Background: an optimization exercise with open tools, aiming at small area, a short achievable clock period and few clock cycles per item. Do not read the settings as production practice.
The RTL was checked by simulation tests, not by an equivalence proof against the original design.
Power is estimated from default activity; no workload was simulated.

==> design/flow/run.sh <==
#!/bin/bash
# synth_recipe.tcl (not shown) runs the flow's synth.tcl, then flattens the netlist and writes it again
# the make line also repeats each setting of config.mk as NAME=value (left out here)
make -C /OpenROAD-flow-scripts/flow DESIGN_CONFIG=/design/flow/config.mk WORK_HOME=/design/flow/orfs CLKGATE_MAP_FILE= SYNTH_SCRIPT=/design/flow/synth_recipe.tcl finish
==> design/flow/config.mk <==
export PLATFORM = sky130hd
export DESIGN_NAME = MulDiv
export DESIGN_NICKNAME = MulDiv
export VERILOG_FILES = /design/flow/design.v
export SDC_FILE = /design/flow/constraint.sdc
export NUM_CORES = 4
export LEC_CHECK = 0
export CAP_MARGIN = 20
export CORE_MARGIN = 2
export CORE_UTILIZATION = 40
export SLEW_MARGIN = 20
==> design/flow/constraint.sdc <==
create_clock -name core_clock -period 30.0 [get_ports {clk}]
set_input_delay 6.0000 -clock core_clock [delete_from_list [all_inputs] [get_ports {clk}]]
set_output_delay 6.0000 -clock core_clock [all_outputs]
set_load 0.01 [all_outputs]
==> design/flow/design.v <==
module Multiplicador (A, B, resultHigh, resultLow, MultIn, MultOut, clk, Reset);
input [31:0] A, B;
input clk, Reset;
output reg [31:0] resultHigh, resultLow;
reg [64:0] Add, Sub, Produto;
reg [31:0] comp2;
output reg MultOut;
integer contador;
input MultIn;
always @(posedge clk) begin
if (Reset == 1) begin
resultHigh = 32'b0;
resultLow = 32'b0;
MultOut = 1'b0;
contador = -1;
end
if (MultIn == 1'b1) begin
Add = {A, 33'b0};
comp2 = (~A + 1'b1);
Sub = {comp2, 33'b0};
Produto = {32'b0, B, 1'b0};
contador = 32;
MultOut = 1'b0;
end
case (Produto[1:0])
2'b01: begin
 Produto = Produto + Add;
end
2'b10: begin
    Produto = Produto + Sub;
end
default: ;
endcase
Produto = Produto >> 1;
if (Produto[63] == 1'b1) begin
Produto[64] = 1'b1;
end
if (contador > 0) begin
contador = (contador - 1);
end
if (contador == 0) begin
resultHigh = Produto[64:33];
resultLow = Produto[32:1];
MultOut = 1'b1;
contador = -1;
end
if(contador == -1)begin
    Add = 65'd0;
    comp2 = 32'd0;
    Sub = 65'd0;
    Produto = 65'd0; 
end
end
endmodule
module Divisao (
input[31:0] Divisor, input[31:0] Dividendo,
output reg[31:0] Hi, output reg[31:0] Lo,
input divIn, output reg divOut, output reg divZero,
input clock, input reset );
reg signed[31:0] A, Q, M, Support;
reg working, select, signal, signalEnd;
reg[5:0] contador;
always@(negedge clock)
begin
if(reset == 0)
begin
    case(working)
    1'b0:
    begin
        Q = Dividendo;
        A = 32'b11111111111111111111111111111111;
        if(Q[31] == 0)
        begin
            A = 0;
        end
        M = Divisor;
        divOut <= 1'b0;
        if(divIn == 1)
        begin
            if(M == 0)
            begin
                divZero <= 1;
            end
            else
            begin
                divZero <= 0;
                working <= 1'b1;
                {A, Q} = {A, Q} << 1;
                Support = A^M;
                signalEnd = Support[31];
                signal = A[31];
                if(Support>=0)
                begin
                    A = A - M;
                    select = 0;
                end
                else
                begin
                    A = A + M;
                    select = 1;
                end
                if((((A < 0) && (signal == 1)) || ((A>=0) && (signal == 0))) || ((A == 0) && (Q == 0)))
                begin
                    Q = Q + 1;
                end
                else
                begin
                    if(select == 0)
                    begin
                        A = A + M;
                    end
                    else
                    begin
                        A = A - M;
                    end
                end
                contador = 31;
            end
        end
    end
    1'b1:
    begin
        {A, Q} = {A, Q} << 1;
        Support = A^M;
        signal = A[31];
        if(Support>=0)
        begin
            A = A - M;
            select = 0;
        end
        else
        begin
            A = A + M;
            select = 1;
        end
        if((((A < 0) && (signal == 1)) || ((A>=0) && (signal == 0))) || ((A == 0) && (Q == 0)))
        begin
            Q = Q + 1;
        end
        else
        begin
            if(select == 0)
            begin
                A = A + M;
            end
            else
            begin
                A = A - M;
            end
        end
        contador = contador - 1;
        if(contador == 0)
        begin
            working <= 1'b0;
            if(signalEnd ==1)
            begin
                Q = -Q;
            end
            if(A < 0)
            begin
                if(M < 0)
                begin
                    A = A - M;
                end
                else
                begin
                    A = A + M;
                end
                if(Q < 0)
                begin
                    Q = Q - 1;
                end
                else
                begin
                    Q = Q + 1;
                end
            end
            Lo <= Q;
            Hi <= A;
            divOut <= 1'b1;
        end
        else
        begin
            divOut <= 1'b0;
        end
    end
    endcase
end
else
begin
    A <= 0;
    Q <= 0;
    M <= 0;
    Support <= 0;
    working <= 0;
    select <= 0;
    signal <= 0;
    signalEnd <= 0;
    contador <= 0;
    Hi <= 0;
    Lo <= 0;
    divOut <= 0;
    divZero <= 0;
end    
end
endmodule
module MulDiv (
    input         clk,
    input         reset,
    input  [31:0] a,
    input  [31:0] b,
    input         start_mul,
    input         start_div,
    output [31:0] hi,
    output [31:0] lo,
    output        done,
    output        div_zero
);
wire [31:0] mul_hi, mul_lo, div_hi, div_lo;
wire mul_out, div_out, div_z;
reg  sel_div;
reg  div_done;
Multiplicador mult (a, b, mul_hi, mul_lo, start_mul, mul_out, clk, reset);
Divisao div (b, a, div_hi, div_lo, start_div, div_out, div_z, clk, reset);
always @(posedge clk) begin
    if (reset) begin
        sel_div  <= 1'b0;
        div_done <= 1'b0;
    end else begin
        if (start_mul)
            sel_div <= 1'b0;
        else if (start_div)
            sel_div <= 1'b1;
        if (start_div)
            div_done <= 1'b0;
        else if (div_out)
            div_done <= 1'b1;
    end
end
assign hi       = sel_div ? div_hi : mul_hi;
assign lo       = sel_div ? div_lo : mul_lo;
assign done     = sel_div ? (div_out | div_done | div_z) : mul_out;
assign div_zero = sel_div & div_z;
endmodule
==> impl_metrics.json <==
{
  "status": "finished clean",
  "die_width_um": 309,
  "dieArea_um2": 95400,
  "pwr-share-clk": 0.144,
  "hold_viol_final": 0,
  "diodes": 0,
  "slew_hr": 0.169,
  "worst_setup_slack_after_placement_ns": -0.00822,
  "hold_depth": 2,
  "root_buffer": "clkbuf_16",
  "timing_max_transition_violations_final": 0,
  "setup.reg_to_reg.worst_slack_ns": 14.30,
  "synth_cell_types": 96,
  "first_iter_violations": 3387,
  "synth_edf_count": 63,
  "layout_common_cells": "626 x nor2_1, 464 x nand2_1, 396 x dfxtp_1, 365 x a21oi_1, 325 x inv_1",
  "total_switching_power_mw": 2.93,
  "nNetsFinal": 5245,
  "hold_path_class": "flop to flop",
  "max-vdd-ir-drop_mv": 0.111,
  "syn_to_final_growth_pct": 13.4,
  "hold-path-endpoint": "mult.MultOut",
  "grt_pass1_wl_um": 199000,
  "cts_buffer_depth": 3,
  "ant_nets": 0,
  "dp_hpwl_um": 101000,
  "finalClockSkew_ns": 0.0310,
  "ys_seq_area_frac": 0.265,
  "master_of_the_slowest_instance_on_the_critical_path": "or4b_1",
  "final_critical_path_setup_slack_ns": 0.619,
  "rsz0062_at_grt": "no",
  "synth_top_flop_cell": "dfxtp_1",
  "wl_met3_um": 8420,
  "rows": 111,
  "first_global_vias": 33400,
  "worst-setup-path-type": "primary input to flop",
  "wl_met1_um": 60800,
  "power_switching_share": 0.532,
  "hold_start": "mult.MultOut",
  "combPwrFrac": 0.712,
  "yosys_register_bits": 461,
  "cell_area_after_synthesis_um2": 37200,
  "placement.io_buffers": 133,
  "power.static_leakage_nw": 18.1,
  "wl_um": 131000,
  "initial_core_util": 0.404,
  "fin_setup_tns_ns": 0,
  "pin_count": 134,
  "seq_power_share": 0.144,
  "worst_setup_hold_path_clk_slew_ns": 0.07,
  "clock_latency_ns": 0.67,
  "powerDensity_nw_per_um2": 131,
  "cts_max_level": 2,
  "height_of_the_die_um": 309,
  "cp-start-kind": "primary input",
  "cts.sinks": 461,
  "worstMarginPinSlew_ns": 1.23,
  "globalRouteTotalUtil": 0.269,
  "synth_nets": 5091,
  "fraction_of_final_layout_cells_with_drive_strength_greater_than_1": 0.0667,
  "timing.critical_path.to_type": "flop",
  "arrival_worst_endpoint_ns": 14.86,
  "clock_tree_from_tritoncts": "done",
  "setup-violations-final": 0,
  "ctsHoldBuffers": 0,
  "maxCapViolations": 0,
  "dr_wl_met2_um": 56100,
  "drc": 0,
  "cpPeakStageDelay_ns": 0.55,
  "global_route.overflow_total": 0,
  "antenna_violations_before_repair": 2,
  "globalplace.congestion": 0.969,
  "mostFrequentLayoutCell": "nor2_1",
  "worst-r2r-cell-count": 2,
  "grt_start_max_net_pins": 86,
  "dr.pass1.iters": 6,
  "yosysWarnings": 3,
  "number_of_buffers_inserted_during_clock_tree_synthesis": 51,
  "post_cts_resize_count": 0,
  "power.internal_mw": 2.58,
  "core_area_um2": 91900,
  "cp_data_required_time_ns": 15.48,
  "postSynthCellCount": 4824,
  "highest_layer": "met5",
  "r2r_start": "div.divOut",
  "crit_top_cell": "or4_1",
  "post_cts.repair.setup_buffers": 0,
  "synth.avg_cell_area_um2": 7.71,
  "critical_path.max_fanout": 34,
  "asr_flop_ratio_synth": 0,
  "vias_per_cell": 5.66,
  "routed-via-count": 35500,
  "destination_of_the_worst_register_to_register_timing_path": "div_done",
  "avgRoutedWirePerCell_um": 20.9
}
==> layout make-up <==
type | instances | area, um^2
clock inverter | 200 | 982
fill | 9340 | 49800
timing repair buffer | 202 | 1880
clock buffer | 64 | 1510
tap | 1243 | 1560
multi-input combinational | 3931 | 25700
inverter | 162 | 608
sequential | 461 | 9870
==> how the worst max path moves through the flow <==
stage / from / end / slack (ns)
floorplan: a[0] / div.A[12] / 1.09
global placement: a[0] / div.A[8] / 0.11
detailed placement: a[0] / div.A[8] / -0.008
CTS: a[0] / div.A[8] / 0.65
global route: a[0] / div.A[15] / 0.32
finish: a[0] / div.A[12] / 0.62
==> kinds of logic after synthesis <==
family | count (synthesis) | synth area share
mux | 294 | 0.0831
compound gates | 1171 | 0.197
flops | 461 | 0.265
buf+inv | 432 | 0.0450
simple gates | 1789 | 0.226
xor+xnor | 460 | 0.112
fa+ha+maj | 217 | 0.0724
==> cell usage after synthesis, drive strengths merged (31+ instances only) <==
library cell	n	area (um^2)
xor2	162	1420
clkbuf	218	820
nand2b	57	357
ha	196	2450
edfxtp	63	1890
o21ai	287	1440
nand2	468	1760
nand3	84	420
a221oi	36	315
mux2	108	1220
a21oi	365	1830
o21bai	38	285
nor4	41	263
dfxtp	398	7970
nand4	31	194
nor2	630	2360
o22ai	35	219
nor2b	68	425
nor3	121	606
inv	158	593
or3	43	279
xnor2	289	2530
a31oi	54	338
buf	51	240
mux2i	185	1850
a21o	96	721
and2	103	644
==> critical path: cells and delay by family <==
kind,cells,cell delay [ns]
AO/OA/AOI/OAI,4,0.75
adder cells (fa/ha/maj),1,0.22
buffers and inverters,3,0.71
multiplexers,1,0.35
AND/OR/NAND/NOR,17,6.82
==> power by group through the flow <==
stage          logic, mW  registers, mW  clock network, mW
3_3_place_gp        3.80          0.801             0.0342
4_1_cts             3.84          0.790              0.806
5_1_grt             4.27          0.800              0.845
6_report            3.92          0.793              0.792
3_5_place_dp        3.81          0.802             0.0342
2_1_floorplan       2.74          0.755             0.0342
==> per-layer routing <==
layer,track usage,vias up
met4,0.113,2
met5,0,-
met2,0.413,1141
met3,0.0372,238
met1,0.377,16700
li1,-,17400
==> through the flow <==
| stage | total power [mW] | instance area (um^2) | hold slack [ns] | util | cells |
|---|---|---|---|---|---|
| floorplan | 3.53 | 37200 | 0.417 | - | 4824 |
| CTS | 5.44 | 42100 | 0.447 | 0.458 | 6261 |
| finish | 5.50 | 42100 | 0.448 | 0.458 | 6263 |
| detailed placement | 4.64 | 39600 | 0.435 | 0.431 | 5998 |
| global placement | 4.63 | 39600 | 0.433 | 0.431 | 5998 |
| global route | 5.91 | 42100 | 0.454 | 0.458 | 6263 |
Testbench counts, summed over its fixed seeds: cycles 61,440, items 1,920.
